Source: an optimization exercise on an open RTL-to-GDS flow (aim: small area, a short achievable clock period and few clock cycles per item). Production flows keep margins and buffers that such runs may drop. Where RTL was checked, it was by simulation tests only, not by an equivalence proof against the original. For run 3, only the layout was checked, not whether the RTL still works.

## flow/design.v

```verilog
module mu_calc
#(
	parameter W = 163,
	parameter D = 20
)(
	input wire [W-1:0] g,
	output wire [D:0] mu
);
localparam N = D + 1;            
localparam integer STEPS = (N > 1 ? 1 : 0) + (N > 2 ? 1 : 0) + (N > 4 ? 1 : 0) + (N > 8 ? 1 : 0) + (N > 16 ? 1 : 0) + (N > 32 ? 1 : 0) + (N > 64 ? 1 : 0) + (N > 128 ? 1 : 0);
wire [N-1:0] fx;                 
assign fx[0] = 1'b1;
genvar i, k, st;
generate
	for (i = 1; i < N; i = i + 1) begin : fc
		assign fx[i] = g[W-i];
	end
	for (st = 0; st <= STEPS; st = st + 1) begin : nw
		wire [N-1:0] s;
		if (st == 0) begin : init
			assign s = {{(N-1){1'b0}}, 1'b1};
		end else begin : step
			for (k = 0; k < N; k = k + 1) begin : sk
				if (k < (1 << st)) begin : ex
					wire [k/2:0] terms;
					for (i = 0; i <= k / 2; i = i + 1) begin : ti
						if (i == 0)
							assign terms[i] = fx[k];
						else
							assign terms[i] = nw[st-1].s[i] & fx[k-2*i];
					end
					assign s[k] = ^terms;
				end else begin : nx
					assign s[k] = 1'b0;
				end
			end
		end
	end
	for (k = 0; k <= D; k = k + 1) begin : mb
		assign mu[D-k] = nw[STEPS].s[k];
	end
endgenerate
endmodule
module barrett_step
#(
	parameter W = 163,
	parameter D = 20
)(
	input wire [W-1:0] t,
	input wire [W-1:0] a,
	input wire [W-1:0] g,
	input wire [D-1:0] bd,
	input wire [D-1:0] pre_h,
	input wire [D:0] mu,
	output wire [W-1:0] v
);
wire [D-1:0] uh = t[W-1 -: D] ^ pre_h;
wire [D-1:0] q;
genvar i, k, j;
generate
	for (i = 0; i < D; i = i + 1) begin : qbit
		wire [D-1-i:0] terms;
		for (k = i; k < D; k = k + 1) begin : tk
			assign terms[k-i] = uh[k] & mu[D+i-k];
		end
		assign q[i] = ^terms;
	end
	localparam NB = (W + D - 1) / D;
	wire [NB*D-1:0] a_pad = {{(NB*D-W){1'b0}}, a};
	wire [(NB+1)*D-1:0] ab_part [0:NB-1];
	for (k = 0; k < NB; k = k + 1) begin : blk
		wire [2*D-2:0] p;
		kmul #(.N(D)) km (.x(a_pad[k*D +: D]), .y(bd), .p(p));
		if (k == 0) begin : first
			assign ab_part[k] = {{(NB*D-2*D+D+1){1'b0}}, p};
		end else begin : next
			assign ab_part[k] = ab_part[k-1] ^ ({{((NB+1)*D-2*D+1){1'b0}}, p} << (k*D));
		end
	end
	wire [(NB+1)*D-1:0] ab = ab_part[NB-1];
	localparam HD = D / 2;                  
	localparam HW = (W + 1) / 2;            
	wire [HD-1:0] q0, q1, qs;
	wire [HW-1:0] g0, g1, gs;
	for (k = 0; k < HD; k = k + 1) begin : qh
		assign q0[k] = q[2*k];
		assign q1[k] = q[2*k+1];
		assign qs[k] = q[2*k] ^ q[2*k+1];
	end
	for (k = 0; k < HW; k = k + 1) begin : gh
		assign g0[k] = g[2*k];
		if (2 * k + 1 < W) begin : odd
			assign g1[k] = g[2*k+1];
		end else begin : none
			assign g1[k] = 1'b0;
		end
		assign gs[k] = g0[k] ^ g1[k];
	end
	wire [HW-1:0] pa, pb, pm;
	for (j = 0; j < HW; j = j + 1) begin : ffa
		localparam N = (j + 1 < HD) ? j + 1 : HD;
		wire [N-1:0] ta, tb, tm;
		for (k = 0; k < N; k = k + 1) begin : tk
			assign ta[k] = q0[k] & g0[j-k];
			assign tb[k] = q1[k] & g1[j-k];
			assign tm[k] = qs[k] & gs[j-k];
		end
		assign pa[j] = ^ta;
		assign pb[j] = ^tb;
		assign pm[j] = ^tm;
	end
	for (j = 0; j < W; j = j + 1) begin : col
		wire early;
		if (j >= D)
			assign early = t[j-D] ^ ab[j];
		else
			assign early = ab[j];
		if (j % 2 == 0) begin : ev
			if (j == 0)
				assign v[j] = early ^ pa[0];
			else
				assign v[j] = (early ^ pb[j/2-1]) ^ pa[j/2];
		end else begin : od
			assign v[j] = (early ^ pa[j/2] ^ pb[j/2]) ^ pm[j/2];
		end
	end
endgenerate
endmodule
module digit_high
#(
	parameter W = 163,
	parameter D = 20
)(
	input wire [W-1:0] a,
	input wire [D-1:0] bd,
	output wire [D-1:0] h
);
genvar i, k;
generate
	for (i = 0; i < D; i = i + 1) begin : hb
		if (i == D - 1) begin : top
			assign h[i] = 1'b0;
		end else begin : mid
			wire [D-2-i:0] terms;
			for (k = i + 1; k < D; k = k + 1) begin : tk
				assign terms[k-i-1] = bd[k] & a[W+i-k];
			end
			assign h[i] = ^terms;
		end
	end
endgenerate
endmodule
module kmul
#(
	parameter N = 20
)(
	input wire [N-1:0] x,
	input wire [N-1:0] y,
	output wire [2*N-2:0] p
);
genvar i, k;
generate
	if (N <= 5 || N % 2) begin : school
		for (k = 0; k < 2 * N - 1; k = k + 1) begin : pk
			localparam LO = (k < N) ? 0 : k - N + 1;
			localparam HI = (k < N) ? k : N - 1;
			wire [HI-LO:0] terms;
			for (i = LO; i <= HI; i = i + 1) begin : ti
				assign terms[i-LO] = x[i] & y[k-i];
			end
			assign p[k] = ^terms;
		end
	end else begin : kara
		localparam H = N / 2;
		wire [2*H-2:0] pl, ph, pm;
		kmul #(.N(H)) ml (.x(x[H-1:0]), .y(y[H-1:0]), .p(pl));
		kmul #(.N(H)) mh (.x(x[N-1:H]), .y(y[N-1:H]), .p(ph));
		kmul #(.N(H)) mm (.x(x[H-1:0] ^ x[N-1:H]), .y(y[H-1:0] ^ y[N-1:H]), .p(pm));
		wire [2*H-2:0] mid = pm ^ pl ^ ph;
		assign p = {ph, 1'b0, pl} ^ ({{(2*N-1-(2*H-1)){1'b0}}, mid} << H);
	end
endgenerate
endmodule
module fpga_gf2m
#(
	parameter DIGITAL = 20,
	parameter DATA_WIDTH = 163
)(
	input clk,     
	input rst,   
	input wire start,
	input wire [DATA_WIDTH - 1 : 0] a,
	input wire [DATA_WIDTH - 1 : 0] g,
	input wire [191:0] b,
	output reg [DATA_WIDTH - 1 : 0] t_i_j,
	output reg done
);
localparam W = DATA_WIDTH;
localparam D = DIGITAL;
localparam K = (W - 1) / D + 1;              
localparam F = W - (K - 1) * D;              
localparam BW = K * D;                       
reg busy;
reg first;
reg [5:0] counter;
reg [W-1:0] reg_a;
reg [W-1:0] reg_g;
reg [BW-1:0] reg_b;
reg [D-1:0] pre_h;       
reg [D:0] mu;
wire accept = start & ~busy;
wire [D-1:0] cur_digit = reg_b[BW-1 -: D];
wire [D-1:0] nxt_digit = reg_b[BW-1-D -: D];
wire [D-1:0] first_digit = {{(D-F){1'b0}}, b[W-1 -: F]};
wire [W-1:0] next_t;
wire [D-1:0] nxt_pre_h;
wire [D-1:0] first_pre_h;
wire [D:0] mu_full;
wire [D:0] mu_first;
barrett_step #(.W(W), .D(D)) step (
	.t(t_i_j),
	.a(reg_a),
	.g(reg_g),
	.bd(cur_digit),
	.pre_h(pre_h),
	.mu(mu),
	.v(next_t)
);
digit_high #(.W(W), .D(D)) hi_next (
	.a(reg_a),
	.bd(nxt_digit),
	.h(nxt_pre_h)
);
digit_high #(.W(W), .D(D)) hi_first (
	.a(a),
	.bd(first_digit),
	.h(first_pre_h)
);
mu_calc #(.W(W), .D(D)) mu_now (
	.g(reg_g),
	.mu(mu_full)
);
mu_calc #(.W(W), .D(F)) mu_in (
	.g(g),
	.mu(mu_first[D:D-F])
);
assign mu_first[D-F-1:0] = {(D-F){1'b0}};
always @(posedge clk or negedge rst) begin : proc_ctrl
	if (~rst) begin
		busy <= 1'b0;
		first <= 1'b0;
		done <= 1'b0;
		counter <= 6'd0;
	end else if (accept) begin
		busy <= 1'b1;
		first <= 1'b1;
		done <= 1'b0;
		counter <= 6'd0;
	end else if (busy) begin
		first <= 1'b0;
		counter <= counter + 1'b1;
		if (counter == K - 1) begin
			busy <= 1'b0;
			done <= 1'b1;
		end
	end
end
always @(posedge clk) begin : proc_operands
	if (~busy) begin
		reg_a <= a;
		reg_g <= g;
		reg_b <= {{(BW-W){1'b0}}, b[W-1:0]};
		pre_h <= first_pre_h;
		mu <= mu_first;
	end else begin
		reg_b <= reg_b << D;
		pre_h <= nxt_pre_h;
		if (first)
			mu <= mu_full;
	end
end
always @(posedge clk) begin : proc_t_i_j
	if (accept)
		t_i_j <= {W{1'b0}};
	else if (busy)
		t_i_j <= next_t;
end
endmodule
```

## flow/flow/run.sh

```bash
#!/bin/bash
# Standard ORFS layout (the standard.sh), with repair_timing asked to
# aim for extra setup slack and smaller port buffers.
cat >> config.mk <<'EOC'
export SETUP_SLACK_MARGIN = 10.3
export BUFFER_PORTS_ARGS = -buffer_cell sky130_fd_sc_hd__buf_2
EOC
bash standard.sh > standard.log 2>&1
```

## flow/standard.sh

```bash
#!/bin/bash
# synth_recipe.tcl (not shown) runs the flow's synth.tcl, then flattens the netlist and writes it again
# the make line also repeats each setting of config.mk as NAME=value (left out here)
make -C /OpenROAD-flow-scripts/flow DESIGN_CONFIG=/design/flow/config.mk WORK_HOME=/design/flow/orfs CLKGATE_MAP_FILE= SYNTH_SCRIPT=/design/flow/synth_recipe.tcl "${@:-finish}"
```

## flow/config.mk

```make
export PLATFORM = sky130hd
export DESIGN_NAME = fpga_gf2m
export DESIGN_NICKNAME = fpga_gf2m
export VERILOG_FILES = /design/flow/design.v
export SDC_FILE = /design/flow/constraint.sdc
export NUM_CORES = 8
export LEC_CHECK = 0
export CAP_MARGIN = 20
export CORE_MARGIN = 2
export CORE_UTILIZATION = 35
export SLEW_MARGIN = 20
export SETUP_SLACK_MARGIN = 10.3
export BUFFER_PORTS_ARGS = -buffer_cell sky130_fd_sc_hd__buf_2
```

## flow/constraint.sdc

```tcl
create_clock -name core_clock -period 14.5 [get_ports {clk}]
set_input_delay 2.9000 -clock core_clock [delete_from_list [all_inputs] [get_ports {clk}]]
set_output_delay 2.9000 -clock core_clock [all_outputs]
set_load 0.01 [all_outputs]
```

==> results by group, run 1 <==
Logic synthesis
  • Netlist cell types: 48
  • Async S/R FF share, synth: under 10%
  • Post-synth EDFFs: roughly 330
  • Post-Syn Instances: between 10000 and 15000
  • Post-synthesis sequential element count: just over 700
  • Post-synthesis sequential area ratio: a little under a fifth
  • Mapped Area: 93170 sq um
  • Yosys warns: 2
  • Mapped Avg Cell Area: a little under 8 sq um
  • Post-synth net total: ~13000
  • Main synth FF type: dfxtp_1

Die
  • Core area: 264900 sq um
  • Die Span X: approximately 520 um
  • # IOs: 685
  • Die height: just over 500 um
  • Initial Util: 35.18%
  • Die Area: roughly 270000 sq um
  • Rows: between 150 and 200

Critical path
  • Nature of the critical path endpoint: primary output
  • Maximum fanout along the worst path: 4
  • Critical Path Source Type: flip-flop
  • Required @ worst endpoint: between 10 and 15 ns
  • WS Path Type: reg2out
  • RR Startpoint: pre_h[17]
  • Worst setup path start: t_i_j[162]
  • Crit path DAT: 1.39 ns

Placed design
  • Gpl congestion: between 0.9 and 1
  • Hpwl dp: 278100 um
  • I/O Buffers: around 660

Finish
  • Commonest non-fill, non-tap cell in the layout: xnor2_1
  • Most frequent cells in the layout: xnor2_1 (4073), nand2_1 (2917), nor2_1 (1737), xor2_1 (637), buf_2 (522)
  • Sequential cell area: approximately 18000 sq um
  • Share of layout cells above drive strength 1: between 15 and 20%
  • Area occupied by multi-input gates: roughly 74000 sq um
  • Area delta synth->final: 17.64%
  • Filler cells: ~27000
  • Final nets: approximately 13000

Detailed routing
  • Wire length per cell: ~25 um
  • DR iter-0 viols: about 12000
  • Final WL: ~400000 um
  • Routed vias/inst: 5.184
  • Initial DRT Pass Iterations: 7
  • Final ANT Viol Nets: 0
  • Vias: 83195
  • Post-route DRC: 0

Hold path
  • Hold/Removal Path Class: reg2reg
  • Hold_sp: reg_b[89]

Clock tree
  • Clk sink count: a little over 700
  • Clk buf depth: 3
  • CTS Hold Bufs: 0
  • Cts bufs inserted: 86
  • CTS tree: built
  • CTS root buf: clkbuf_16
  • Worst-Skew Late Latency: 0.80 ns
  • H-tree levels: 3
  • CTS clock-pin slew for the worst setup and hold paths: approximately 0.07 ns

Global route
  • Number of global-route vias before repair: about 74000
  • Initial antenna violation count: 85
  • Pin count of the biggest net entering global routing: 153
  • GRT Total Usage: approximately 28%
  • Grt total ovfl: 0
  • First-pass GRT wire length: 550700 um

STA
  • Worst Max-Slew Pin Slew: ~1.1 ns
  • Clk_skew: 0.07905 ns
  • RSZ-0062 raised after global routing: true
  • Tmin final: roughly 4.3 ns
  • FMAX: ~230 MHz
  • Hold_ws: ~0.45 ns
  • Max Slew Vio Count: 0
  • Final setup violation count: 0
  • Setup_tns: 0 ns
  • Tcrit/Tclk final: about 30%
  • Slew headroom: a little under a quarter
  • Final hold vios: 0

Run
  • Max-cap violations: 0

Run status
  • Outcome: complete, no violations
[metal layers]
layer	share of wire (%)	wire length, um	GRT usage [%]
met1	42	167000	39.83
met2	40	160700	38.89
met3	12	46840	6.043
met4	6.3	25110	12.61
met5	0.18	722	0
[kinds of logic (layout without fill, tap and decap cells)]
kind of cell             after synthesis  after routing  share of synthesized area [%]
buffers and inverters                913           1325                          4.085
adder cells (fa/ha/maj)                7              7                        0.09400
other                                  0             14                              0
XOR/XNOR                            5222           5228                          53.47
flip-flops                           716            716                          18.97
AO/OA/AOI/OAI                        226            226                          1.485
AND/OR/NAND/NOR                     4836           4836                          19.96
multiplexers                         162            162                          1.942
[layout make-up]
class | count | share of cell area, %
Inverter | 8 | 0.03425
Clock inverter | 60 | 0.6290
Sequential cell | 716 | 16.64
Tap cell | 3533 | 4.033
Clock buffer | 98 | 2.042
Timing Repair Buffer | 1159 | 9.072
Antenna cell | 14 | 0.03196
Multi-Input combinational cell | 10459 | 67.52
[metrics by stage]
step	setup slack, ns	util, %	area, sq um	std cells
CTS	10.17	40.44	107100	15933
detailed placement	8.831	37.41	99080	15567
global route	10.11	41.38	109600	16041
finish	10.21	41.38	109600	16047
global placement	8.845	37.41	99070	15567
floorplan	10.64	-	93180	12082
[registers in the layout (all words and copies together) (netlist names), 6 cells and up]
signal and cells:
counter 6, mu 19, pre_h 19, reg_a 163
reg_b 180, reg_g 163, t_i_j 163
[critical path, stage by stage, from the launching register on]
cell	delay [ns]
dfxtp_4	0.37
buf_16	0.13
buf_8	0.12
[worst paths after layout]
check                                  end  slack [ns]  cells after the start
min in group asynchronous       counter[1]        1.95                      1
max in group asynchronous             busy       12.29                      1
worst max register to register   t_i_j[79]       10.26                     15
worst max-delay path            t_i_j[162]       10.21                      2
worst min register to register  reg_b[109]        0.45                      1
worst min-delay path            reg_b[109]        0.45                      1
[timing repair]
action,4_1_cts,5_1_grt
pin swaps,61,68
endpoints found under the hold margin,0,0
cloned,19,21
setup endpoints to repair,326,177
gates resized for setup,837,214
setup buffers,189,79
[synth_stat cells, types with 7 or more instances]
| master | instances | area share [%] |
|---|---|---|
| buf_2 | 186 | 1.0 |
| a22oi_1 | 8 | 0.064 |
| xnor3_1 | 259 | 6.3 |
| inv_1 | 8 | 0.032 |
| o21ai_1 | 50 | 0.27 |
| a21oi_1 | 9 | 0.048 |
| o21ai_0 | 82 | 0.44 |
| dfxtp_1 | 378 | 8.1 |
| a211oi_1 | 11 | 0.089 |
| edfxtp_1 | 329 | 11 |
| xnor2_1 | 4260 | 40 |
| buf_1 | 160 | 0.64 |
| nand2b_1 | 19 | 0.13 |
| dfrtp_1 | 9 | 0.24 |
| buf_6 | 9 | 0.11 |
| a22o_1 | 34 | 0.32 |
| ha_1 | 7 | 0.094 |
| nor2_1 | 1739 | 7.0 |
| and2_1 | 17 | 0.11 |
| xnor2_2 | 38 | 0.66 |
| mux2_2 | 150 | 1.8 |
| buf_4 | 21 | 0.17 |
| nand2_1 | 2919 | 12 |
| clkbuf_1 | 529 | 2.1 |
| mux2i_1 | 12 | 0.13 |
| xor2_2 | 11 | 0.19 |
| nor2b_1 | 123 | 0.83 |
| o22ai_1 | 15 | 0.10 |
| xor2_1 | 645 | 6.1 |
Testbench counts, summed over its fixed seeds: cycles 7,680, items 768.
==> inputs of run 2 (changes only) <==
==> flow/flow/run.sh (replaced) <==
#!/bin/bash
# Standard ORFS layout (the standard.sh), with repair_timing asked to
# aim for extra setup slack and smaller port buffers.
cat >> config.mk <<'EOC'
export SETUP_SLACK_MARGIN = 10.5
export BUFFER_PORTS_ARGS = -buffer_cell sky130_fd_sc_hd__buf_2
EOC
bash standard.sh > standard.log 2>&1
--- a/flow/config.mk
+++ b/flow/config.mk
@@ -7,7 +7,7 @@
 export LEC_CHECK = 0
 export CAP_MARGIN = 20
 export CORE_MARGIN = 2
-export CORE_UTILIZATION = 35
+export CORE_UTILIZATION = 40
 export SLEW_MARGIN = 20
-export SETUP_SLACK_MARGIN = 10.3
+export SETUP_SLACK_MARGIN = 10.5
 export BUFFER_PORTS_ARGS = -buffer_cell sky130_fd_sc_hd__buf_2
==> results by group, run 2 <==
Clock tree
  • CTS Hold Bufs: 0
  • CTS tree: built
  • Clk sink count: between 700 and 800
  • Clk buf depth: 3
  • Worst-Skew Late Latency: slightly above 0.8 ns
  • CTS clock-pin slew for the worst setup and hold paths: 0.06 ns
  • Cts bufs inserted: 85
  • H-tree levels: 3
  • CTS root buf: clkbuf_16

Finish
  • Commonest non-fill, non-tap cell in the layout: xnor2_1
  • Most frequent cells in the layout: xnor2_1 (3875), nand2_1 (2876), nor2_1 (1667), xor2_1 (608), buf_4 (547)
  • Reg with most FFs: reg_b
  • Post-Layout Cell Count: between 15000 and 20000
  • Max reg flops: 180
  • Share of layout cells above drive strength 1: around a fifth
  • Util after Layout: approximately half
  • Final nets: approximately 13000
  • Area delta synth->final: 25.72%
  • Final Cell Area: 117100 sq um

Logic synthesis
  • Mapped Area: 93170 sq um
  • Post-synth net total: approximately 13000
  • Main synth FF type: dfxtp_1
  • Mapped Avg Cell Area: ~7.7 sq um
  • Yosys warns: 2
  • Netlist cell types: 48
  • Most frequent cell after synthesis: xnor2_1
  • Post-synth top cells: xnor2_1 (4260), nand2_1 (2919), nor2_1 (1739)
  • Area leader, netlist: xnor2_1
  • Post-synth EDFFs: roughly 330
  • Top cell type's share of synthesized area: ~40%
  • Post-Syn Instances: between 10000 and 15000
  • Post-synthesis sequential area ratio: approximately a fifth
  • Post-synthesis sequential element count: 716
  • Async S/R FF share, synth: 1.257%
  • Synth area leaders: xnor2_1 (40%), nand2_1 (12%), edfxtp_1 (11%), dfxtp_1 (8.1%), nor2_1 (7.0%)

Critical path
  • WS Path Type: reg2reg
  • Required @ worst endpoint: between 15 and 20 ns
  • Critical Path Source Type: flip-flop
  • Worst setup path start: pre_h[18]
  • Crit path DAT: between 4 and 5 ns
  • RR Startpoint: pre_h[18]
  • Maximum fanout along the worst path: 9
  • Nature of the critical path endpoint: flip-flop

Global route
  • Initial antenna violation count: between 80 and 90
  • Number of global-route vias before repair: 75721
  • Pin count of the biggest net entering global routing: 113
  • Grt total ovfl: 0
  • First-pass GRT wire length: about 560000 um
  • GRT Total Usage: between 30% and 40%

STA
  • Tcrit/Tclk final: approximately 30%
  • Slew headroom: 25.19%
  • Clk_skew: approximately 0.066 ns
  • Tmin final: around 4.3 ns
  • Final hold vios: 0
  • Final setup violation count: 0
  • Worst Max-Slew Pin Slew: between 1 and 1.5 ns
  • Hold_ws: 0.4505 ns
  • Max Slew Vio Count: 0
  • FMAX: around 230 MHz
  • Setup_tns: 0 ns
  • RSZ-0062 raised after global routing: true

Placed design
  • I/O Buffers: ~660
  • Placed insts: 15081
  • Gpl congestion: between 0.9 and 1
  • Hpwl dp: about 270000 um
  • Placement Cell Area: 98440 sq um

Detailed routing
  • Routed vias/inst: approximately 5.5
  • Wire length per cell: about 27 um
  • Vias: between 80000 and 90000
  • DR iter-0 viols: roughly 14000
  • Initial DRT Pass Iterations: 9
  • Final ANT Viol Nets: 0
  • Final WL: 428800 um
  • Post-route DRC: 0

Run
  • Max-cap violations: 0

Die
  • # IOs: a little under 700
  • Rows: around 180
  • Initial Util: 40.15%
  • Die height: 486.6 um
  • Core area: about 230000 sq um
  • Die Span X: 486.6 um
  • Die Area: ~240000 sq um

Run status
  • Outcome: complete, no violations

Hold path
  • Hold_sp: reg_b[47]
  • Hold/Removal Path Class: reg2reg
run 2: timing repair:
item                       4_1_cts  5_1_grt
gates resized for setup       1184      619
setup buffers                  366      243
pin swaps                      349      453
cloned                          55       44
setup endpoints to repair      389      375
run 2: final timing paths:
path	end	slack, ns	cells after the start
min	reg_b[67]	0.45	1
min in group asynchronous	counter[0]	1.96	1
min reg2reg	reg_b[67]	0.45	1
max	t_i_j[35]	10.21	19
max in group asynchronous	busy	12.31	1
max reg2reg	t_i_j[35]	10.21	19
run 2: layer usage:
layer	global-route usage [%]	vias to the layer above	wire length (um)
li1	-	38162	-
met1	45.10	41524	163500
met2	45.30	6546	167000
met3	8.203	1624	60800
met4	17.47	106	36890
met5	0	-	644
run 2: cell type report:
cell class / count / area, sq um
diodes: 34 / 85.08
clock buffers: 105 / 2263
clock inverters: 52 / 634.4
fillers: 21188 / 115000
inverters: 8 / 37.54
multi-input cells: 10461 / 76650
flip-flops and latches: 716 / 18280
well taps: 3043 / 3807
repair buffers: 1561 / 15380
run 2: kinds of logic (layout without fill, tap and decap cells):
group | Yosys count | after routing | share of synthesized area [%]
adders and majority gates | 7 | 7 | 0.09400
buffers and inverters | 913 | 1726 | 4.085
and+or+nand+nor | 4836 | 4836 | 19.96
muxes | 162 | 162 | 1.942
xor gates and xnor gates | 5222 | 5230 | 53.47
AOI/OAI and AO/OA | 226 | 226 | 1.485
DFF | 716 | 716 | 18.97
other | 0 | 34 | 0
run 2: critical path, cell delays in order, from the launching register on:
cell,delay [ns]
dfxtp_4,0.37
xor2_4,0.21
buf_12,0.16
buf_16,0.13
buf_4,0.14
nand2_1,0.06
xor2_1,0.16
xnor2_1,0.22
xnor3_2,0.42
xnor2_4,0.16
buf_12,0.17
xnor2_4,0.14
buf_12,0.16
buf_12,0.14
clkbuf_16,0.18
nor2_1,0.19
xnor2_1,0.13
xnor2_1,0.33
xnor3_1,0.47
o21ai_1,0.19
run 2: through the flow:
step / worst slack (ns)
finish: 10.21
global route: 10.15
global placement: 8.717
floorplan: 10.64
detailed placement: 8.679
CTS: 10.20
==> inputs of run 3 (changes only) <==
--- a/flow/design.v
+++ b/flow/design.v
@@ -56,6 +56,7 @@
 );
 wire [D-1:0] uh = t[W-1 -: D] ^ pre_h;
 wire [D-1:0] q;
+wire [D/2-1:0] qs;
 genvar i, k, j;
 generate
 	for (i = 0; i < D; i = i + 1) begin : qbit
@@ -64,6 +65,14 @@
 			assign terms[k-i] = uh[k] & mu[D+i-k];
 		end
 		assign q[i] = ^terms;
+	end
+	wire [D:0] mu2 = mu ^ {1'b0, mu[D:1]};
+	for (i = 0; i < D / 2; i = i + 1) begin : qsbit
+		wire [D-1-2*i:0] terms;
+		for (k = 2 * i; k < D; k = k + 1) begin : tk
+			assign terms[k-2*i] = uh[k] & mu2[D+2*i-k];
+		end
+		assign qs[i] = ^terms;
 	end
 	localparam NB = (W + D - 1) / D;
 	wire [NB*D-1:0] a_pad = {{(NB*D-W){1'b0}}, a};
@@ -80,12 +89,11 @@
 	wire [(NB+1)*D-1:0] ab = ab_part[NB-1];
 	localparam HD = D / 2;                  
 	localparam HW = (W + 1) / 2;            
-	wire [HD-1:0] q0, q1, qs;
+	wire [HD-1:0] q0, q1;
 	wire [HW-1:0] g0, g1, gs;
 	for (k = 0; k < HD; k = k + 1) begin : qh
 		assign q0[k] = q[2*k];
 		assign q1[k] = q[2*k+1];
-		assign qs[k] = q[2*k] ^ q[2*k+1];
 	end
 	for (k = 0; k < HW; k = k + 1) begin : gh
 		assign g0[k] = g[2*k];
==> flow/flow/run.sh (replaced) <==
#!/bin/bash
# Standard ORFS layout (the standard.sh), with repair_timing asked to
# aim for extra setup slack and smaller port buffers.
cat >> config.mk <<'EOC'
export SETUP_SLACK_MARGIN = 10.3
export BUFFER_PORTS_ARGS = -buffer_cell sky130_fd_sc_hd__buf_2
EOC
bash standard.sh > standard.log 2>&1
--- a/flow/config.mk
+++ b/flow/config.mk
@@ -9,5 +9,5 @@
 export CORE_MARGIN = 2
 export CORE_UTILIZATION = 40
 export SLEW_MARGIN = 20
-export SETUP_SLACK_MARGIN = 10.5
+export SETUP_SLACK_MARGIN = 10.3
 export BUFFER_PORTS_ARGS = -buffer_cell sky130_fd_sc_hd__buf_2
==> results by group, run 3 <==
Detailed routing
  • Initial DRT Pass Iterations: 7
  • DR iter-0 viols: approximately 13000
  • Routed vias/inst: 5.508
  • Final ANT Viol Nets: 0
  • Vias: ~86000
  • Wire length per cell: around 27 um
  • Post-route DRC: 0
  • Final WL: about 420000 um

Clock tree
  • CTS root buf: clkbuf_16
  • Cts bufs inserted: around 90
  • CTS clock-pin slew for the worst setup and hold paths: 0.06 ns
  • H-tree levels: 3
  • Worst-Skew Late Latency: ~0.84 ns
  • CTS tree: built
  • Clk sink count: just over 700
  • Clk buf depth: 3

Run
  • Max-cap violations: 0

Critical path
  • Worst stage delay on the critical path: ~0.33 ns
  • Crit path DAT: between 1 and 1.5 ns
  • Crit-path slowest cell: dfxtp_2
  • WS Path Type: reg2out
  • CP top delay family: flip-flops
  • CP bufs+invs: 2
  • Maximum fanout along the worst path: 3
  • Required @ worst endpoint: between 10 and 15 ns
  • CP cell instances: buf_12 -> buf_8
  • Critical Path Source Type: flip-flop
  • Nature of the critical path endpoint: primary output

STA
  • Setup_tns: 0 ns
  • Worst Max-Slew Pin Slew: around 1.3 ns
  • Hold_ws: around 0.44 ns
  • Final setup violation count: 0
  • Clk_skew: about 0.075 ns
  • FMAX: between 200 and 250 MHz
  • Final hold vios: 0
  • Tcrit/Tclk final: ~30%
  • Slew headroom: around an eighth
  • Max Slew Vio Count: 0
  • Tmin final: roughly 4.3 ns
  • RSZ-0062 raised after global routing: true

Global route
  • Pin count of the biggest net entering global routing: between 150 and 200
  • Grt total ovfl: 0
  • Initial antenna violation count: 31
  • GRT Total Usage: 31.37%
  • First-pass GRT wire length: between 500000 and 600000 um
  • Number of global-route vias before repair: ~76000

Finish
  • Util after Layout: between 40% and 50%
  • Area delta synth->final: 16.95%
  • Reg with most FFs: reg_b
  • Max reg flops: 180
  • Share of layout cells above drive strength 1: roughly 16%
  • Area occupied by multi-input gates: a little under 80000 sq um
  • Filler cells: 23395
  • Sequential cell area: 18310 sq um
  • Most frequent cells in the layout: xnor2_1 (3460), nand2_1 (2978), nor2_1 (1659), xor2_1 (577), xnor3_1 (536)
  • Final nets: 12824
  • Commonest non-fill, non-tap cell in the layout: xnor2_1

Logic synthesis
  • Post-synthesis sequential element count: 716
  • Mapped Area: 97290 sq um
  • Multiplexer area fraction after synthesis: ~1.8%
  • Adder-cell share of the synthesized area: less than 1%
  • Yosys warns: 2
  • Post-Synth XOR/XNOR Area: between 50% and 60%
  • Top cell type's share of synthesized area: 32.51%
  • Main combinational cell family by area after synthesis: XOR/XNOR gates
  • Post-synth net total: between 10000 and 15000
  • Main synth FF type: dfxtp_1
  • Post-Syn Instances: approximately 12000
  • Async S/R FF share, synth: approximately 1.3%
  • Netlist cell types: 56
  • Post-synthesis sequential area ratio: about 18%
  • Post-synth top cells: xnor2_1 (3611), nand2_1 (2978), nor2_1 (1660)
  • Synth Area in Simple Gates: between 10% and 20%
  • Post-synth EDFFs: between 300 and 400
  • Most frequent cell after synthesis: xnor2_1
  • Synth area leaders: xnor2_1 (33%), xnor3_1 (15%), nand2_1 (11%), edfxtp_1 (10%), dfxtp_1 (7.8%)
  • Area leader, netlist: xnor2_1
  • Synth Area in Compound Gates: roughly 2.5%
  • Mapped Avg Cell Area: about 8 sq um

Die
  • Die Area: 247200 sq um
  • Initial Util: 40.11%
  • Die height: 497.2 um
  • Die Span X: 497.2 um
  • Rows: 181
  • # IOs: just under 700
  • Core area: roughly 240000 sq um

Placed design
  • Hpwl dp: 287200 um
  • Gpl congestion: a little under 1
  • I/O Buffers: 655

Hold path
  • Hold/Removal Path Class: reg2reg

Run status
  • Outcome: complete, no violations
run 3: changes by cell type in the layout (fill, tap and decap cells not counted), sizes merged, moves of 53 or more:
cell,before,now
xor2,656,602
nand2,2919,2978
nor3,5,76
xnor2,4305,3619
o21ai,132,39
xnor3,269,661
nor2,1740,1661
nor2b,123,42
buf,1506,1140
a21oi,9,62
run 3: worst reg2reg max path: cells and delay by family, from the launching register on:
family	cells	cell delay [ns]
DFF	1	0.43
and+or+nand+nor	2	0.68
AOI/OAI and AO/OA	5	1.32
buffers and inverters	2	0.37
xor gates and xnor gates	4	1.35
run 3: worst paths after layout:
kind / from / to / slack [ns] / cells past startpoint
max: t_i_j[138] / t_i_j[138] / 10.16 / 2
min: reg_b[116] / reg_b[136] / 0.44 / 1
max reg2reg: mu[17] / t_i_j[19] / 10.27 / 13
min reg2reg: reg_b[116] / reg_b[136] / 0.44 / 1
max in group asynchronous: rst / busy / 12.32 / 1
min in group asynchronous: rst / counter[4] / 1.97 / 1
run 3: metal layers:
metal	share of wire [%]	up-vias	GRT usage [%]
met4	6.5	34	14.00
met2	40	5907	44.23
met1	41	41230	45.29
met3	13	974	6.974
li1	-	37671	-
met5	0.047	-	0
run 3: cell families (layout without fill, tap and decap cells):
family                     after synthesis  in the layout
AOI/OAI and AO/OA                      349            349
xor gates and xnor gates              4903           4909
adders and majority gates                7              7
buffers and inverters                  961           1357
DFF                                    716            716
muxes                                  161            161
other                                    0             10
and+or+nand+nor                       4868           4869
run 3: repair_timing:
| item | 4_1_cts | 5_1_grt |
|---|---|---|
| cloned | 12 | 39 |
| gates resized for setup | 933 | 310 |
| endpoints found under the hold margin | 0 | 0 |
| pin swaps | 12 | 69 |
| hold buffers | 0 | 0 |
| setup endpoints to repair | 326 | 204 |
| setup buffers | 181 | 76 |
run 3: final cells by class:
cell class | count | area share, %
sequential | 716 | 16.09
tap | 3202 | 3.521
multi-input combinational | 10295 | 68.35
timing repair buffer | 1180 | 9.201
clock buffer | 109 | 2.123
clock inverter | 56 | 0.6488
inverter | 12 | 0.04618
antenna | 10 | 0.02199
run 3: stage by stage:
| step | setup slack, ns | instances | instance area (sq um) |
|---|---|---|---|
| global route | 10.16 | 15576 | 113800 |
| global placement | 8.755 | 15097 | 102800 |
| CTS | 10.12 | 15455 | 110900 |
| detailed placement | 8.679 | 15097 | 102800 |
| floorplan | 10.56 | 11965 | 97300 |
| finish | 10.16 | 15580 | 113800 |
==> inputs of run 4 (changes only) <==
--- a/flow/design.v
+++ b/flow/design.v
@@ -56,7 +56,6 @@
 );
 wire [D-1:0] uh = t[W-1 -: D] ^ pre_h;
 wire [D-1:0] q;
-wire [D/2-1:0] qs;
 genvar i, k, j;
 generate
 	for (i = 0; i < D; i = i + 1) begin : qbit
@@ -65,14 +64,6 @@
 			assign terms[k-i] = uh[k] & mu[D+i-k];
 		end
 		assign q[i] = ^terms;
-	end
-	wire [D:0] mu2 = mu ^ {1'b0, mu[D:1]};
-	for (i = 0; i < D / 2; i = i + 1) begin : qsbit
-		wire [D-1-2*i:0] terms;
-		for (k = 2 * i; k < D; k = k + 1) begin : tk
-			assign terms[k-2*i] = uh[k] & mu2[D+2*i-k];
-		end
-		assign qs[i] = ^terms;
 	end
 	localparam NB = (W + D - 1) / D;
 	wire [NB*D-1:0] a_pad = {{(NB*D-W){1'b0}}, a};
@@ -89,11 +80,12 @@
 	wire [(NB+1)*D-1:0] ab = ab_part[NB-1];
 	localparam HD = D / 2;                  
 	localparam HW = (W + 1) / 2;            
-	wire [HD-1:0] q0, q1;
+	wire [HD-1:0] q0, q1, qs;
 	wire [HW-1:0] g0, g1, gs;
 	for (k = 0; k < HD; k = k + 1) begin : qh
 		assign q0[k] = q[2*k];
 		assign q1[k] = q[2*k+1];
+		assign qs[k] = q[2*k] ^ q[2*k+1];
 	end
 	for (k = 0; k < HW; k = k + 1) begin : gh
 		assign g0[k] = g[2*k];
==> flow/flow/run.sh (replaced) <==
#!/bin/bash
# Standard ORFS layout (the standard.sh), with repair_timing asked to
# aim for extra setup slack and smaller port buffers.
cat >> config.mk <<'EOC'
export SETUP_SLACK_MARGIN = 10.3
export BUFFER_PORTS_ARGS = -buffer_cell sky130_fd_sc_hd__buf_1
EOC
bash standard.sh > standard.log 2>&1
--- a/flow/config.mk
+++ b/flow/config.mk
@@ -8,6 +8,7 @@
 export CAP_MARGIN = 20
 export CORE_MARGIN = 2
 export CORE_UTILIZATION = 40
+export CTS_BUF_LIST = sky130_fd_sc_hd__clkbuf_8
 export SLEW_MARGIN = 20
 export SETUP_SLACK_MARGIN = 10.3
-export BUFFER_PORTS_ARGS = -buffer_cell sky130_fd_sc_hd__buf_2
+export BUFFER_PORTS_ARGS = -buffer_cell sky130_fd_sc_hd__buf_1
==> results by group, run 4 <==
Run status
  • Outcome: complete, no violations

Detailed routing
  • Initial DRT Pass Iterations: 7
  • Vias: around 85000
  • Final ANT Viol Nets: 0
  • Routed vias/inst: ~5.4
  • DR iter-0 viols: around 12000
  • Wire length per cell: ~25 um
  • Final WL: 401000 um
  • Post-route DRC: 0

Die
  • Core area: approximately 230000 sq um
  • Die Area: between 200000 and 250000 sq um
  • Initial Util: about two fifths
  • # IOs: between 600 and 700
  • Die Span X: roughly 490 um
  • Die height: between 400 and 500 um
  • Rows: 177

Critical path
  • Worst reg2reg setup slack: between 10 and 15 ns
  • Worst setup path start: t_i_j[139]
  • CP top delay family: flip-flops
  • Worst Setup EP: t_i_j[139]
  • Worst stage delay on the critical path: approximately 0.43 ns
  • Critical path depth in cells: 1
  • Critical Path Source Type: flip-flop
  • Maximum fanout along the worst path: 2
  • Crit-path slowest cell: dfxtp_4
  • Required @ worst endpoint: roughly 12 ns
  • RR Startpoint: t_i_j[158]
  • WS Path Type: reg2out
  • Nature of the critical path endpoint: primary output
  • Reg2Reg Capture Point: t_i_j[79]
  • CP bufs+invs: 1
  • CP cell instances: buf_6
  • Crit path DAT: between 1.5 and 2 ns
  • R2r worst-path depth: 15

Clock tree
  • CTS Hold Bufs: 0
  • Cts bufs inserted: around 140
  • Worst-Skew Late Latency: between 1 and 1.5 ns
  • CTS root buf: clkbuf_8
  • H-tree levels: 4
  • Clk sink count: 716
  • Clk buf depth: 3
  • CTS clock-pin slew for the worst setup and hold paths: roughly 0.060 ns
  • CTS tree: built

Logic synthesis
  • Main synth FF type: dfxtp_1
  • Most frequent cell after synthesis: xnor2_1
  • Post-synthesis sequential area ratio: a little under a fifth
  • Synth area leaders: xnor2_1 (40%), nand2_1 (12%), edfxtp_1 (11%), dfxtp_1 (8.1%), nor2_1 (7.0%)
  • Yosys warns: 2
  • Post-Syn Instances: about 12000
  • Netlist cell types: 48
  • Area leader, netlist: xnor2_1
  • Post-synthesis sequential element count: about 720
  • Mapped Area: ~93000 sq um
  • Top cell type's share of synthesized area: 40.04%
  • Async S/R FF share, synth: 1.257%
  • Post-synth EDFFs: between 300 and 400
  • Post-synth top cells: xnor2_1 (4260), nand2_1 (2919), nor2_1 (1739)
  • Mapped Avg Cell Area: between 7 and 8 sq um
  • Post-synth net total: 12610

Finish
  • Sequential cell area: roughly 18000 sq um
  • Area delta synth->final: 17.92%
  • Share of layout cells above drive strength 1: between 10% and 20%
  • Reg with most FFs: reg_b
  • Commonest non-fill, non-tap cell in the layout: xnor2_1
  • Most frequent cells in the layout: xnor2_1 (4048), nand2_1 (2917), nor2_1 (1734), xor2_1 (636), buf_1 (491)
  • Filler cells: between 20000 and 25000
  • Max reg flops: 180
  • Area occupied by multi-input gates: approximately 74000 sq um
  • Final Cell Area: ~110000 sq um
  • Final nets: 13117

STA
  • FMAX: between 200 and 250 MHz
  • Final hold vios: 0
  • Final setup violation count: 0
  • Slew headroom: between 20% and 30%
  • Setup_tns: 0 ns
  • Clk_skew: between 0.05 and 0.06 ns
  • Tmin final: ~4.5 ns
  • Worst Max-Slew Pin Slew: roughly 1.2 ns
  • Hold_ws: 0.4389 ns
  • Tcrit/Tclk final: 30.77%
  • RSZ-0062 raised after global routing: true
  • Max Slew Vio Count: 0

Hold path
  • Hold/Removal Path Class: reg2reg

Global route
  • Pin count of the biggest net entering global routing: a little under 200
  • First-pass GRT wire length: between 500000 and 600000 um
  • Grt total ovfl: 0
  • Number of global-route vias before repair: around 74000
  • Initial antenna violation count: 80
  • GRT Total Usage: 30.95%

Placed design
  • I/O Buffers: between 600 and 700
  • Placement Cell Area: 97630 sq um
  • Hpwl dp: around 270000 um
  • Gpl congestion: approximately 0.98

Run
  • Max-cap violations: 0
[run 4: cell types whose count changed after synthesis, sizes merged, moves of 53 or more]
cell	before	now
xnor2	3619	4302
a21oi	62	9
nor2	1661	1740
xor2	602	656
xnor3	655	264
nand2	2978	2919
o21ai	39	132
nor3	76	5
nor2b	42	123
[run 4: routing by layer]
metal | GRT usage [%] | share of wire (%)
met1 | 44.34 | 40
met2 | 43.39 | 40
met3 | 7.905 | 13
met4 | 13.24 | 7.0
met5 | 0 | 0.18
[run 4: through the flow]
stage	instances	utilization [%]	setup slack [ns]
floorplan	12082	-	10.64
finish	15765	47.34	10.04
detailed placement	15073	42.07	8.762
global route	15755	47.33	9.974
CTS	15554	45.68	9.960
global placement	15073	42.06	8.791
[run 4: kinds of logic (layout without fill, tap and decap cells)]
logic type / after synthesis / count (layout) / share of synthesized area, %
adders and majority gates: 7 / 7 / 0.09400
xor gates and xnor gates: 5222 / 5233 / 53.47
buffers and inverters: 913 / 1516 / 4.085
AOI/OAI and AO/OA: 226 / 226 / 1.485
muxes: 162 / 162 / 1.942
DFF: 716 / 716 / 18.97
other: 0 / 26 / 0
and+or+nand+nor: 4836 / 4836 / 19.96
[run 4: final cells by class]
class | instances | area share [%]
clock buffers | 147 | 1.841
flip-flops and latches | 716 | 16.62
repair buffers | 1264 | 9.555
diodes | 26 | 0.05922
well taps | 3043 | 3.465
inverters | 8 | 0.03416
clock inverters | 97 | 0.8108
multi-input cells | 10464 | 67.61
[run 4: worst min-delay path by stage]
| stage | startpoint | endpoint | slack, ns | cells after the start |
|---|---|---|---|---|
| floorplan | reg_b[129] | reg_b[149] | 0.43 | 1 |
| global placement | reg_b[86] | reg_b[106] | 0.44 | 1 |
| detailed placement | reg_b[139] | reg_b[159] | 0.44 | 1 |
| CTS | reg_b[79] | reg_b[99] | 0.44 | 1 |
| global route | reg_b[79] | reg_b[99] | 0.45 | 1 |
| finish | reg_b[79] | reg_b[99] | 0.44 | 1 |
[run 4: worst reg2reg max path, delay by kind of cell, from the launching register on]
kind | cells | cell delay (ns)
xor+xnor | 8 | 2.69
buf+inv | 4 | 0.92
flops | 1 | 0.32
simple gates | 2 | 0.21
compound gates | 1 | 0.18
[run 4: repair_timing]
| action | CTS | global route |
|---|---|---|
| pin swaps | 32 | 106 |
| setup buffers | 224 | 146 |
| cloned | 13 | 38 |
| gates resized for setup | 1028 | 316 |
| endpoints found under the hold margin | 0 | 0 |
| endpoints found under the setup margin | 325 | 312 |
Testbench counts of run 4, summed over its fixed seeds: cycles 7,680, items 768.
==> inputs of run 5 (changes only) <==
--- a/flow/design.v
+++ b/flow/design.v
@@ -50,11 +50,12 @@
 	input wire [W-1:0] a,
 	input wire [W-1:0] g,
 	input wire [D-1:0] bd,
-	input wire [D-1:0] pre_h,
+	input wire [D-1:0] uh,
+	input wire [D-1:0] nxt_h,
 	input wire [D:0] mu,
-	output wire [W-1:0] v
-);
-wire [D-1:0] uh = t[W-1 -: D] ^ pre_h;
+	output wire [W-1:0] v,
+	output wire [D-1:0] uh_nxt
+);
 wire [D-1:0] q;
 genvar i, k, j;
 generate
@@ -115,13 +116,18 @@
 			assign early = t[j-D] ^ ab[j];
 		else
 			assign early = ab[j];
+		wire late;
 		if (j % 2 == 0) begin : ev
 			if (j == 0)
-				assign v[j] = early ^ pa[0];
+				assign late = pa[0];
 			else
-				assign v[j] = (early ^ pb[j/2-1]) ^ pa[j/2];
+				assign late = pb[j/2-1] ^ pa[j/2];
 		end else begin : od
-			assign v[j] = (early ^ pa[j/2] ^ pb[j/2]) ^ pm[j/2];
+			assign late = pa[j/2] ^ pb[j/2] ^ pm[j/2];
+		end
+		assign v[j] = early ^ late;
+		if (j >= W - D) begin : top
+			assign uh_nxt[j-(W-D)] = (early ^ nxt_h[j-(W-D)]) ^ late;
 		end
 	end
 endgenerate
@@ -206,7 +212,7 @@
 reg [W-1:0] reg_a;
 reg [W-1:0] reg_g;
 reg [BW-1:0] reg_b;
-reg [D-1:0] pre_h;       
+reg [D-1:0] uh;          
 reg [D:0] mu;
 wire accept = start & ~busy;
 wire [D-1:0] cur_digit = reg_b[BW-1 -: D];
@@ -214,6 +220,7 @@
 wire [D-1:0] first_digit = {{(D-F){1'b0}}, b[W-1 -: F]};
 wire [W-1:0] next_t;
 wire [D-1:0] nxt_pre_h;
+wire [D-1:0] nxt_uh;
 wire [D-1:0] first_pre_h;
 wire [D:0] mu_full;
 wire [D:0] mu_first;
@@ -222,7 +229,9 @@
 	.a(reg_a),
 	.g(reg_g),
 	.bd(cur_digit),
-	.pre_h(pre_h),
+	.uh(uh),
+	.nxt_h(nxt_pre_h),
+	.uh_nxt(nxt_uh),
 	.mu(mu),
 	.v(next_t)
 );
@@ -270,11 +279,11 @@
 		reg_a <= a;
 		reg_g <= g;
 		reg_b <= {{(BW-W){1'b0}}, b[W-1:0]};
-		pre_h <= first_pre_h;
+		uh <= first_pre_h;
 		mu <= mu_first;
 	end else begin
 		reg_b <= reg_b << D;
-		pre_h <= nxt_pre_h;
+		uh <= nxt_uh;
 		if (first)
 			mu <= mu_full;
 	end
==> flow/flow/run.sh (replaced) <==
#!/bin/bash
# Standard ORFS layout (the standard.sh), with repair_timing asked to
# aim for extra setup slack and smaller port buffers.
cat >> config.mk <<'EOC'
export SETUP_SLACK_MARGIN = 10.15
export BUFFER_PORTS_ARGS = -buffer_cell sky130_fd_sc_hd__buf_2
EOC
bash standard.sh > standard.log 2>&1
--- a/flow/config.mk
+++ b/flow/config.mk
@@ -8,7 +8,6 @@
 export CAP_MARGIN = 20
 export CORE_MARGIN = 2
 export CORE_UTILIZATION = 40
-export CTS_BUF_LIST = sky130_fd_sc_hd__clkbuf_8
 export SLEW_MARGIN = 20
-export SETUP_SLACK_MARGIN = 10.3
-export BUFFER_PORTS_ARGS = -buffer_cell sky130_fd_sc_hd__buf_1
+export SETUP_SLACK_MARGIN = 10.15
+export BUFFER_PORTS_ARGS = -buffer_cell sky130_fd_sc_hd__buf_2
==> results by group, run 5 <==
Critical path
  • WS Path Type: reg2out
  • CP top delay family: flip-flops
  • Maximum fanout along the worst path: 3
  • Crit path DAT: 1.45 ns
  • Worst stage delay on the critical path: roughly 0.43 ns
  • Crit-path slowest cell: dfxtp_2
  • Critical path depth in cells: 1
  • R2r worst-path depth: 13
  • Required @ worst endpoint: around 12 ns
  • CP cell instances: buf_2
  • Critical Path Source Type: flip-flop
  • CP bufs+invs: 1
  • Nature of the critical path endpoint: primary output

Detailed routing
  • DR iter-0 viols: between 8000 and 9000
  • Final ANT Viol Nets: 0
  • Initial DRT Pass Iterations: 5
  • Routed vias/inst: ~5.2
  • Final WL: ~380000 um
  • Vias: 80593
  • Post-route DRC: 0
  • Wire length per cell: roughly 24 um

Logic synthesis
  • Yosys warns: 2
  • Netlist cell types: 49
  • Mapped Area: between 90000 and 100000 sq um
  • Post-Syn Instances: approximately 12000
  • Post-synth net total: 12750
  • Area leader, netlist: xnor2_1
  • Main synth FF type: dfxtp_1
  • Mapped Avg Cell Area: about 7.6 sq um
  • Async S/R FF share, synth: 1.255%
  • Synth area leaders: xnor2_1 (41%), nand2_1 (12%), edfxtp_1 (11%), dfxtp_1 (8.1%), xor2_1 (6.8%)
  • Post-synthesis sequential area ratio: around a fifth
  • Top cell type's share of synthesized area: between 40% and 50%
  • Post-synthesis sequential element count: roughly 720
  • Most frequent cell after synthesis: xnor2_1
  • Post-synth EDFFs: around 330
  • Post-synth top cells: xnor2_1 (4364), nand2_1 (2993), nor2_1 (1648)

STA
  • Final setup violation count: 0
  • Clk_skew: 0.06769 ns
  • Slew headroom: 17.56%
  • Final hold vios: 0
  • Max Slew Vio Count: 0
  • FMAX: 229.6 MHz
  • Final WS setup: between 10 and 15 ns
  • Tcrit/Tclk final: 30.03%
  • Setup_tns: 0 ns
  • Worst Max-Slew Pin Slew: around 1.2 ns
  • RSZ-0062 raised after global routing: true
  • Tmin final: roughly 4.4 ns

Finish
  • Final nets: approximately 13000
  • Most frequent cells in the layout: xnor2_1 (4223), nand2_1 (2993), nor2_1 (1647), xor2_1 (716), buf_2 (606)
  • Reg with most FFs: reg_b
  • Commonest non-fill, non-tap cell in the layout: xnor2_1
  • Share of layout cells above drive strength 1: between 10% and 20%
  • Post-Layout Cell Count: between 15000 and 20000
  • Max reg flops: 180
  • Area delta synth->final: 11.74%
  • Final Cell Area: 104200 sq um
  • Filler cells: 23476

Placed design
  • Placement Cell Area: just under 100000 sq um
  • Dpl ws: 9.057 ns
  • Placed insts: approximately 15000
  • I/O Buffers: approximately 660
  • Hpwl dp: 271000 um
  • Gpl congestion: roughly 0.96

Run status
  • Outcome: complete, no violations

Global route
  • Number of global-route vias before repair: between 70000 and 80000
  • First-pass GRT wire length: ~540000 um
  • Grt total ovfl: 0
  • GRT Total Usage: 30.56%
  • Pin count of the biggest net entering global routing: between 100 and 150
  • Initial antenna violation count: 12

Clock tree
  • H-tree levels: 3
  • CTS clock-pin slew for the worst setup and hold paths: 0.06 ns
  • CTS tree: built
  • Worst-Skew Late Latency: just over 0.8 ns
  • CTS Hold Bufs: 0
  • Clk buf depth: 3
  • Cts bufs inserted: 88
  • Clk sink count: roughly 720
  • CTS root buf: clkbuf_16

Die
  • Die height: 486.8 um
  • Die Span X: just under 500 um
  • Rows: approximately 180
  • # IOs: between 600 and 700
  • Core area: ~230000 sq um
  • Initial Util: 40.17%
  • Die Area: between 200000 and 250000 sq um

Hold path
  • Hold/Removal Path Class: reg2reg
  • WHS Path Cells: 1

Run
  • Max-cap violations: 0
run 5: path summary, 6_finish.rpt:
path	to	slack, ns	start
setup / recovery	t_i_j[115]	10.15	t_i_j[115]
hold / removal	reg_b[30]	0.44	reg_b[10]
setup reg to reg	t_i_j[96]	10.17	reg_b[179]
hold reg to reg	reg_b[30]	0.44	reg_b[10]
max in group asynchronous	busy	12.29	rst
min in group asynchronous	done	2.00	rst
run 5: kinds of logic after synthesis:
logic type / share of synthesized area (%)
buf+inv: 4.202
fa+ha+maj: 0.09394
xor+xnor: 52.89
flops: 18.98
mux: 2.031
compound gates: 1.808
simple gates: 20.00
run 5: routing by layer:
metal	up-vias	track usage [%]	wire, um
met4	2	25.68	38470
li1	37280	-	-
met5	-	0	10
met3	1109	4.758	31020
met2	3940	48.88	167200
met1	38262	35.99	138800
run 5: cell type report:
cell class | count | area [sq um] | share of cell area, %
multi-input cells | 10584 | 73200 | 70.27
flip-flops and latches | 717 | 17920 | 17.20
repair buffers | 920 | 6171 | 5.924
well taps | 3043 | 3807 | 3.655
clock buffers | 106 | 2374 | 2.278
clock inverters | 59 | 643.1 | 0.6173
inverters | 10 | 45.04 | 0.04324
diodes | 4 | 10.01 | 0.009608
run 5: repair_timing:
item / 4_1_cts / 5_1_grt
cloned: 3 / 6
buffers inserted: 21 / 28
endpoints found under the setup margin: 262 / 180
pin swaps: 4 / 18
resized for setup: 300 / 183
run 5: metrics by stage:
stage	hold slack, ns	util (%)
3_3_place_gp	0.4358	42.43
2_1_floorplan	0.4329	-
4_1_cts	0.4230	44.36
6_report	0.4369	44.89
5_1_grt	0.4425	44.88
3_5_place_dp	0.4394	42.43
Testbench counts of run 5, summed over its fixed seeds: cycles 7,680, items 768.
==> inputs of run 6 (changes only) <==
--- a/flow/config.mk
+++ b/flow/config.mk
@@ -8,6 +8,8 @@
 export CAP_MARGIN = 20
 export CORE_MARGIN = 2
 export CORE_UTILIZATION = 40
+export CTS_CLUSTER_DIAMETER = 80
+export CTS_CLUSTER_SIZE = 20
 export SLEW_MARGIN = 20
 export SETUP_SLACK_MARGIN = 10.15
 export BUFFER_PORTS_ARGS = -buffer_cell sky130_fd_sc_hd__buf_2
==> results by group, run 6 <==
Run status
  • Outcome: complete, no violations

Logic synthesis
  • Post-synthesis sequential element count: 717
  • Post-synth net total: between 10000 and 15000
  • Mapped Avg Cell Area: 7.628 sq um
  • Yosys warns: 2
  • Area leader, netlist: xnor2_1
  • Post-synthesis sequential area ratio: a little under a fifth
  • Most frequent cell after synthesis: xnor2_1
  • Synth area leaders: xnor2_1 (41%), nand2_1 (12%), edfxtp_1 (11%), dfxtp_1 (8.1%), xor2_1 (6.8%)
  • Async S/R FF share, synth: under 10%
  • Post-Syn Instances: 12222
  • Post-synth EDFFs: 329
  • Main synth FF type: dfxtp_1
  • Mapped Area: 93230 sq um
  • Top cell type's share of synthesized area: between 40% and 50%
  • Post-synth top cells: xnor2_1 (4364), nand2_1 (2993), nor2_1 (1648)
  • Netlist cell types: 49

Finish
  • Filler cells: 23517
  • Post-Layout Cell Count: between 15000 and 20000
  • Share of layout cells above drive strength 1: around an eighth
  • Max reg flops: 180
  • Commonest non-fill, non-tap cell in the layout: xnor2_1
  • Reg with most FFs: reg_b
  • Final nets: 12838
  • Area occupied by multi-input gates: approximately 73000 sq um
  • Most frequent cells in the layout: xnor2_1 (4221), nand2_1 (2993), nor2_1 (1647), xor2_1 (717), buf_2 (632)
  • Area delta synth->final: 11.22%
  • Sequential cell area: ~18000 sq um

Critical path
  • R2r worst-path depth: 14
  • Worst reg2reg setup slack: between 10 and 15 ns
  • Required @ worst endpoint: approximately 12 ns
  • Crit path DAT: ~1.5 ns
  • Maximum fanout along the worst path: 3
  • Reg2Reg Capture Point: t_i_j[124]
  • RR Startpoint: mu[17]
  • Worst stage delay on the critical path: approximately 0.52 ns
  • CP cell instances: buf_2
  • WS Path Type: reg2out
  • Critical Path Source Type: flip-flop
  • Nature of the critical path endpoint: primary output
  • CP bufs+invs: 1
  • Worst setup path start: t_i_j[30]
  • Crit-path slowest cell: dfxtp_1
  • Critical path depth in cells: 1
  • CP top delay family: flip-flops
  • Worst Setup EP: t_i_j[30]

Global route
  • M2 GR Usage: 48.67%
  • Pin count of the biggest net entering global routing: between 100 and 150
  • Grt total ovfl: 0
  • GRT Total Usage: 30.47%
  • Met3 Usage GRT: under 10%
  • Initial antenna violation count: 13
  • First-pass GRT wire length: roughly 540000 um
  • GR Layer Usage met1: between 30% and 40%
  • Number of global-route vias before repair: 75494
  • Most used routing layer: met2

Detailed routing
  • DR iter-0 viols: around 8100
  • Routed vias/inst: about 5.2
  • Final WL: about 370000 um
  • Post-route DRC: 0
  • Wire length per cell: about 24 um
  • Initial DRT Pass Iterations: 6
  • Final ANT Viol Nets: 0
  • Vias: 80426

STA
  • Clk_skew: approximately 0.061 ns
  • Final setup violation count: 0
  • FMAX: 229.6 MHz
  • Slew headroom: about 17%
  • RSZ-0062 raised after global routing: true
  • Tcrit/Tclk final: between 30 and 40%
  • Setup_tns: 0 ns
  • Tmin final: about 4.4 ns
  • Max Slew Vio Count: 0
  • Worst Max-Slew Pin Slew: 1.240 ns
  • Final hold vios: 0

Hold path
  • WHS Path Cells: 1
  • Hold/Removal Path Class: reg2reg

Clock tree
  • CTS Hold Bufs: 0
  • H-tree levels: 3
  • CTS root buf: clkbuf_16
  • CTS clock-pin slew for the worst setup and hold paths: 0.08 ns
  • Clk buf depth: 3
  • Worst-Skew Late Latency: a little under 0.8 ns
  • Clk sink count: about 700
  • Cts bufs inserted: 73
  • CTS tree: built

Die
  • Die Span X: 486.8 um
  • # IOs: just under 700
  • Initial Util: about 40%
  • Core area: approximately 230000 sq um
  • Rows: roughly 180
  • Die height: a little under 500 um
  • Die Area: roughly 240000 sq um

Placed design
  • Hpwl dp: 271000 um
  • I/O Buffers: roughly 660
  • Gpl congestion: 0.9642
  • Placed insts: around 15000

Run
  • Max-cap violations: 0
[run 6: cells by family after synthesis]
| kind of cell | count (synthesis) | share of synthesized area (%) |
|---|---|---|
| muxes | 170 | 2.031 |
| AOI/OAI and AO/OA | 259 | 1.808 |
| adders and majority gates | 7 | 0.09394 |
| and+or+nand+nor | 4836 | 20.00 |
| buffers and inverters | 929 | 4.202 |
| xor gates and xnor gates | 5304 | 52.89 |
| DFF | 717 | 18.98 |
[run 6: worst min-delay path by stage]
| stage | start | to |
|---|---|---|
| floorplan | reg_b[129] | reg_b[149] |
| global placement | reg_b[100] | reg_b[120] |
| detailed placement | reg_b[80] | reg_b[100] |
| CTS | reg_b[84] | reg_b[104] |
| global route | reg_b[84] | reg_b[104] |
| finish | reg_b[104] | reg_b[124] |
[run 6: per-stage QoR]
step	utilization [%]	hold WS (ns)	instance area, sq um	setup slack, ns
2_1_floorplan	-	0.4329	93230	10.33
3_3_place_gp	42.43	0.4358	98470	9.048
3_5_place_dp	42.43	0.4394	98470	9.057
4_1_cts	44.18	0.4509	102500	10.10
5_1_grt	44.67	0.4578	103700	10.10
6_report	44.68	0.4560	103700	10.14
[run 6: layer usage]
layer  vias up  routed length, um
met2      3903             168000
met1     38263             138600
met4         2              37260
met5         -                 11
li1      37240                  -
met3      1018              30090
[run 6: timing repair]
item	in CTS	in global routing
cloned	3	5
resized for setup	277	144
setup endpoints to repair	253	156
setup buffers	19	35
pin swaps	4	23
[run 6: area by class of cell]
cell class,count,area share [%]
Antenna cell,6,0.01448
Clock buffer,78,1.831
Clock inverter,53,0.7650
Inverter,10,0.04344
Multi-Input combinational cell,10583,70.62
Sequential cell,717,17.24
Tap cell,3043,3.672
Timing Repair Buffer,925,5.820
==> inputs of run 7 (changes only) <==
==> flow/flow/run.sh (replaced) <==
#!/bin/bash
# Standard ORFS layout (the standard.sh), with repair_timing asked to
# aim for extra setup slack and smaller port buffers.
cat >> config.mk <<'EOC'
export SETUP_SLACK_MARGIN = 10.3
export BUFFER_PORTS_ARGS = -buffer_cell sky130_fd_sc_hd__buf_2
EOC
bash standard.sh > standard.log 2>&1
--- a/flow/config.mk
+++ b/flow/config.mk
@@ -8,8 +8,6 @@
 export CAP_MARGIN = 20
 export CORE_MARGIN = 2
 export CORE_UTILIZATION = 40
-export CTS_CLUSTER_DIAMETER = 80
-export CTS_CLUSTER_SIZE = 20
 export SLEW_MARGIN = 20
-export SETUP_SLACK_MARGIN = 10.15
+export SETUP_SLACK_MARGIN = 10.3
 export BUFFER_PORTS_ARGS = -buffer_cell sky130_fd_sc_hd__buf_2
==> results by group, run 7 <==
Critical path
  • CP cell instances: buf_6
  • Worst stage delay on the critical path: 0.41 ns
  • CP bufs+invs: 1
  • Reg2Reg Capture Point: t_i_j[87]
  • Worst reg2reg setup slack: about 10 ns
  • Required @ worst endpoint: between 10 and 15 ns
  • Crit path DAT: ~1.4 ns
  • WS Path Type: reg2out
  • Crit-path slowest cell: dfxtp_4

Logic synthesis
  • Post-synthesis sequential area ratio: between 10% and 20%
  • Synth Area in Simple Gates: between 10% and 20%
  • Async S/R FF share, synth: between 1 and 1.5%
  • Post-synth EDFFs: between 300 and 400
  • Synth area leaders: xnor2_1 (41%), nand2_1 (12%), edfxtp_1 (11%), dfxtp_1 (8.1%), xor2_1 (6.8%)
  • Post-synth top cells: xnor2_1 (4364), nand2_1 (2993), nor2_1 (1648)
  • Yosys warns: 2
  • Synth Area in Compound Gates: roughly 1.8%
  • Most frequent cell after synthesis: xnor2_1
  • Area leader, netlist: xnor2_1
  • Post-Syn Instances: around 12000
  • Top cell type's share of synthesized area: between 40% and 50%
  • Post-synthesis sequential element count: a little over 700
  • Post-synth net total: approximately 13000

Global route
  • Initial antenna violation count: 13
  • Grt total ovfl: 0
  • First-pass GRT wire length: around 540000 um
  • Number of global-route vias before repair: 76566
  • GRT Total Usage: between 30% and 40%

Die
  • Core area: 232100 sq um
  • Die height: 486.8 um
  • Die Area: 236900 sq um
  • Initial Util: between 40% and 50%
  • # IOs: between 600 and 700

STA
  • RSZ-0062 raised after global routing: true
  • Setup_tns: 0 ns
  • Final hold vios: 0
  • Worst Max-Slew Pin Slew: between 1 and 1.5 ns
  • Tcrit/Tclk final: between 20% and 30%
  • Slew headroom: between 10% and 20%
  • Tmin final: 4.257 ns
  • Hold_ws: approximately 0.44 ns
  • Final setup violation count: 0

Placed design
  • Placement Cell Area: around 98000 sq um
  • I/O Buffers: ~660
  • Hpwl dp: ~270000 um

Finish
  • Final nets: 13022
  • Area delta synth->final: 15.10%
  • Commonest non-fill, non-tap cell in the layout: xnor2_1
  • Share of layout cells above drive strength 1: between 10 and 15%
  • Most frequent cells in the layout: xnor2_1 (4200), nand2_1 (2992), nor2_1 (1645), xor2_1 (716), buf_2 (519)
  • Max reg flops: between 150 and 200

Run status
  • Outcome: complete, no violations

Hold path
  • Hold_sp: reg_b[10]
  • Hold/Removal Path Class: reg2reg

Clock tree
  • H-tree levels: 3
  • CTS Hold Bufs: 0
  • Clk sink count: 717
  • CTS tree: built
  • CTS root buf: clkbuf_16

Detailed routing
  • Post-route DRC: 0
  • Initial DRT Pass Iterations: 6
  • DR iter-0 viols: between 8000 and 9000
  • Final WL: between 300000 and 400000 um
  • Wire length per cell: approximately 25 um

Run
  • Max-cap violations: 0
-- run 7: cell types whose count changed in the layout (fill, tap and decap cells not counted), sizes merged --
cell      previous run  this run
buf                918      1078
clkbuf              85       120
inv                 40        20
clkinv              17        31
clkinvlp             2        12
bufinv               4         6
xnor3              195       197
diode                6         5
-- run 7: layout make-up --
cell class                 instances  area [sq um]
multi-input combinational      10585         73490
clock inverter                    59         643.1
fill                           23070        124800
timing repair buffer            1092          8657
clock buffer                     106          2374
sequential                       717         18270
tap                             3043          3807
inverter                          10         45.04
antenna                            5         12.51
-- run 7: per-layer routing --
metal	GRT usage (%)	vias to the layer above	share of wire, %
met5	0	-	0.0028
met3	5.012	1153	9.0
met1	36.71	38978	37
li1	-	37635	-
met4	26.13	2	10
met2	49.33	4405	44
-- run 7: worst max path at each step --
stage / from / to / slack, ns
after floorplan: start / t_i_j[101] / 10.33
after global placement: start / t_i_j[54] / 9.05
after detailed placement: mu[16] / t_i_j[32] / 9.06
after CTS: t_i_j[112] / t_i_j[112] / 10.23
after global routing: t_i_j[139] / t_i_j[139] / 10.22
final: t_i_j[122] / t_i_j[122] / 10.24
-- run 7: cell families (layout without fill, tap and decap cells) --
group	after synthesis	in the layout
adder cells (fa/ha/maj)	7	7
multiplexers	170	170
flip-flops	717	717
AO/OA/AOI/OAI	259	259
buffers and inverters	929	1267
XOR/XNOR	5304	5313
AND/OR/NAND/NOR	4836	4836
other	0	5
-- run 7: worst register-to-register path, delay by kind of cell (launching register included) --
kind / cells / cell delay [ns]
AND/OR/NAND/NOR: 1 / 0.17
buffers and inverters: 2 / 0.97
flip-flops: 1 / 0.31
XOR/XNOR: 9 / 2.55
AO/OA/AOI/OAI: 1 / 0.17
-- run 7: stage by stage --
step	cells	utilization, %	setup slack (ns)
final	15617	46.23	10.24
after CTS	15545	45.48	10.23
after global placement	15216	42.43	9.048
after detailed placement	15216	42.43	9.057
after floorplan	12222	-	10.33
after global routing	15614	46.23	10.22
-- run 7: repair_timing --
action / in CTS / in global routing
buffers inserted: 158 / 53
endpoints found under the setup margin: 327 / 255
gates cloned: 6 / 14
gates resized for setup: 746 / 207
pin swaps: 20 / 26

static timing again, ports no longer ideal:
No port has a modelled driver above. Below, the same layouts with a new extraction and two added sets of constraints. Step 1, drivers: a clkbuf_16 drives clk and a buf_2 each remaining input, both assumed. Step 2, shift: input delay + t, output delay - t, t = (earliest + latest rising clock arrival at the registers) / 2. This alone moves slack from input paths to output paths. a / b / c = ideal / step 1 / step 2; a / b = the first two.
run | t (ns) | setup slack, ns | clock arrival spread, ns
run 1 | 0.857 | 10.206 / 10.108 / 9.904 | 0.080 / 0.080
run 2 | 0.866 | 10.209 / 10.150 / 9.738 | 0.071 / 0.070
run 3 | 0.903 | 10.161 / 10.059 / 9.612 | 0.077 / 0.077
run 4 | 1.071 | 10.039 / 9.950 / 9.403 | 0.059 / 0.059
run 5 | 0.873 | 10.145 / 10.044 / 9.502 | 0.069 / 0.069
run 6 | 0.841 | 10.144 / 10.044 / 9.488 | 0.060 / 0.061
run 7 | 0.880 | 10.243 / 10.141 / 9.591 | 0.070 / 0.070
After both steps every run listed still meets setup and hold. The setup slack of run 6, which loses most, moves by -0.100 ns with the drivers and by -0.656 ns with both steps.
